Source: an optimization exercise on an open RTL-to-GDS flow (aim: small area). Production flows keep margins and buffers that such runs may drop. Only simulation tests tie the RTL to the original design; equivalence was not proved. The clock input has no modelled driver; a real chip could not lean on it and would need a root buffer or a full tree. No activity file was given, so power comes from the tool's default toggle rates.

Setup of east:
==> flow/design.v <==
module RETO(
    input Rx,
    input CLK,
    input RST,
    output INA,
    output INA2,
    output INB,
    output INB2,
    output DO,
    output LAT,
    output STB,
    output CLKimpr
);
reg [12:0] rxs;
wire rxtick = (rxs == 13'd6713);
always @(posedge CLK) begin
    if (RST)
        rxs <= 13'd7005;
    else if (rxtick)
        rxs <= 0;
    else
        rxs <= {rxs[11:0], ~(rxs[12] ^ rxs[0])};
end
reg [3:0] st;
reg       DI;            
reg [8:0] L;
wire cand   = (st == 4'd1) || (st == 4'd5);
wire L_end  = (L & 9'd387) == 9'd387;
wire env    = st[1] && !st[0] && !st[3] && (L != 0) &&
              !(L[8] && L[7] && (L[1] || L[0]));
always @(posedge CLK) begin
    if (RST) begin
        st  <= 0;
        L   <= 0;
    end else if (rxtick) begin
        if (st == 4'd0)
            st <= Rx ? 4'd0 : 4'd1;
        else if (st == 4'd9)
            st <= 4'd0;
        else
            st <= st + 1'b1;
        if (cand)
            L <= L_end ? 9'd0 : L + 1'b1;
    end
end
always @(posedge CLK)
    if (rxtick)
        DI <= Rx;
reg [5:0] cl;
reg       ch;
reg       ph;
wire cl_end = (cl & 6'd62) == 6'd62;            
wire edtick = cl_end && ch && !ph;
always @(posedge CLK) begin
    if (RST) begin
        cl <= 0;
        ch <= 0;
        ph <= 0;
    end else if (cl_end) begin
        cl <= 0;
        ch <= ~ch;
        if (ch)
            ph <= ~ph;
    end else begin
        cl <= cl + 1'b1;
    end
end
reg       env2;
reg [8:0] K;
wire start = env && !env2 && (L[5:0] == 6'd0);
always @(posedge CLK) begin
    if (RST) begin
        env2 <= 0;
        K    <= 9'd448;
    end else if (edtick) begin
        env2 <= env;
        if (start)
            K <= 0;
        else if (K[8:6] != 3'd7)
            K <= K + 1'b1;
    end
end
wire en = (K != 0) && (K <= 9'd385);
assign CLKimpr = en && !ph;
reg [62:0] ring;
reg        S;
reg        DOr;
wire [5:0] wslot = (&L[5:0]) ? 6'd1 : L[5:0];
wire [5:0] rslot = (&K[5:0]) ? 6'd1 : K[5:0];
wire wr    = env && (cl == wslot);
wire kread = ((K[8:6] == 3'd0) && (K[5:1] != 5'd0)) || (K == 9'd64);   
wire rd    = kread && (cl == rslot);
wire rd0   = env && (L[5:0] == 6'd1);
always @(posedge CLK) begin
    ring <= {wr ? DI : ring[0], ring[62:1]};
    if (rd)
        S <= ring[0];
    else if (rd0)
        S <= DI;
end
always @(posedge CLK) begin
    if (RST)
        DOr <= 0;
    else if (edtick)
        DOr <= (K != 0) && (K <= 9'd64) && S;
end
assign DO = DOr;
wire [2:0] q  = (L[8:6] == 3'd0) ? 3'd6 : L[8:6];
wire       kq = (K[8:6] == q);
wire [5:0] d  = K[5:0];
assign LAT = kq && (d == 6'd1) && !ph && !ch && (cl >= 6'd6) && (cl <= 6'd15);
assign STB = kq && (((d == 6'd1) && !ph && (ch || (cl >= 6'd17))) ||
                    ((d >= 6'd2) && (d <= 6'd10)) ||
                    ((d == 6'd11) && ph && (!ch || (cl <= 6'd59))));
reg        menab;
reg [16:0] cM;
wire ph20 = !ph && !ch && (cl == 6'd20);
wire ph41 = !ph && !ch && (cl == 6'd41);
reg  cMstep;
wire x1 = kq && (d == 6'd1);
always @(posedge CLK)
    cMstep <= !RST && !ph && !ch && (cl == 6'd19) && (menab || x1);
wire mon  = !menab && cM[4] && cMstep;
wire moff = menab && ph41 && (cM == 17'd46593);
always @(posedge CLK) begin
    if (RST)
        menab <= 0;
    else if (mon)
        menab <= 1;
    else if (moff)
        menab <= 0;
end
always @(posedge CLK) begin
    if (RST || mon || moff)
        cM <= 0;
    else if (cMstep)
        cM <= {cM[15:0], ~(cM[16] ^ cM[1])};
end
reg [15:0] lo;
reg        h;
reg [3:0]  km;
reg        pw;           
wire lo_end = (lo == 16'd33928);
always @(posedge CLK) begin
    if (RST) begin
        lo <= 16'd33928;
        h  <= 1'b1;
        km <= 0;
    end else if (lo_end) begin
        lo <= 0;
        h  <= ~h;
        km <= {km[2:0], ~(km[3] ^ km[0])};
    end else begin
        lo <= {lo[14:0], ~(lo[15] ^ lo[2])};
    end
end
always @(posedge CLK) begin
    if (RST)
        pw <= 0;
    else if (lo_end && h)
        pw <= 1;
    else if (h && (lo == 16'd42215))
        pw <= 0;
end
reg [3:0] PASO;
wire ptick = (km == 4'd6) && (lo == 16'd31823);
always @(posedge CLK) begin
    if (RST)
        PASO <= 0;
    else if (ptick) begin
        if (menab)
            case (PASO)
                4'b0000: PASO <= 4'b0001;
                4'b0001: PASO <= 4'b0101;
                4'b0101: PASO <= 4'b0100;
                4'b0100: PASO <= 4'b0110;
                4'b0110: PASO <= 4'b0010;
                4'b0010: PASO <= 4'b1010;
                4'b1010: PASO <= 4'b1000;
                4'b1000: PASO <= 4'b1001;
                4'b1001: PASO <= 4'b0001;
                default: PASO <= PASO;
            endcase
        else
            PASO <= 0;
    end
end
assign INA  = pw && PASO[3];
assign INA2 = pw && PASO[2];
assign INB  = pw && PASO[1];
assign INB2 = pw && PASO[0];
endmodule
Settings: LEC_CHECK=0, CAP_MARGIN=20, CORE_MARGIN=2, CORE_UTILIZATION=70, SLEW_MARGIN=20; clock period 20.0 ns.
standard.sh (not shown) runs the stock make flow with config.mk's settings and CLKGATE_MAP_FILE= SYNTH_SCRIPT=/design/flow/synth_recipe.tcl, a recipe that flattens the netlist after the stock synthesis.
==> flow/flow/run.sh <==
#!/bin/bash
# The standard layout (standard.sh) with three changes made through ORFS's
# own variables: after floorplan, logic gates that synthesis sized up get the
# smallest cell of their family (flow/downsize.tcl); the ports are buffered
# with buf_1 cells; and the clock tree is a root clkbuf_8 driving as few leaf
# clkbuf_8 as keep the clock-pin slew low (flow/clocktree.tcl, in place of
# clock_tree_synthesis). The make output goes to standard.log.
set -euo pipefail
here=$(pwd)
export POST_FLOORPLAN_TCL="$here/flow/downsize.tcl"
export BUFFER_PORTS_ARGS="-buffer_cell sky130_fd_sc_hd__buf_1"
export PRE_CTS_TCL="$here/flow/clocktree.tcl"
bash standard.sh > standard.log 2>&1
Other scripts of this flow, unchanged in this note and not shown: flow/flow/clocktree.tcl, flow/flow/downsize.tcl
For west, these inputs were changed with respect to east:
diff --git a/flow/design.v b/flow/design.v
--- a/flow/design.v
+++ b/flow/design.v
@@ -63,20 +63,25 @@
             ph <= ~ph;
     end else begin
         cl <= cl + 1'b1;
     end
 end
-reg       env2;
+reg       pend;
 reg [8:0] K;
-wire start = env && !env2 && (L[5:0] == 6'd0);
 always @(posedge CLK) begin
-    if (RST) begin
-        env2 <= 0;
-        K    <= 9'd448;
-    end else if (edtick) begin
-        env2 <= env;
-        if (start)
+    if (RST)
+        pend <= 0;
+    else if (rxtick && cand && (&L[5:0]))
+        pend <= 1;
+    else if (edtick)
+        pend <= 0;
+end
+always @(posedge CLK) begin
+    if (RST)
+        K <= 9'd448;
+    else if (edtick) begin
+        if (pend)
             K <= 0;
         else if (K[8:6] != 3'd7)
             K <= K + 1'b1;
     end
 end
Findings:
On west: share of the core filled with cells in the final layout is 0.85 points lower than what east gave. In west, total power is higher than in east. west ends up with lower area growth from synthesis to final layout than east does. Going from east to west, minimum clock period went up 0.18 ns; final worst hold slack level; met2 wire length fell by 13%. west: count of vias placed by the detailed router is about 8% lower than what east reported. Well tap count came out exactly the same in west and east. [compare] base=east new=west: routing usage on met1 lost 3.1 points, cell area after layout lost about 1.1%, total wire length after detailed routing lost 1200 um.
No run of this note takes its clock network from TritonCTS; it comes from the design's own scripts or RTL.

==> what the ideal ports hide <==
How much do the figures lean on ideal ports? The routed layouts below were timed once more, with nothing changed but the port constraints. Step 1: set_driving_cell puts a clkbuf_16 on CLK and a buf_2 on each other input, an assumption about the parent block. Step 2 adds t to the input delays and takes it off the output delays; t is the mean of the earliest and latest rising clock arrival at the registers after step 1. Input paths then give back, and output paths get back, about the clock's delay inside the block. Slacks: no drivers / after step 1 / after step 2; pairs: no drivers / after step 1.
run | shift t [ns] | setup WS [ns] | worst setup path after step 2 | latest minus earliest clock arrival (ns) | pins driven straight from the clock port
east | 0.417 | 13.820 / 13.793 / 14.211 | register to output | 0.015 / 0.015 | 1
west | 0.417 | 13.635 / 13.606 / 14.023 | register to output | 0.022 / 0.022 | 1
After both steps setup and hold are still met in every run listed.
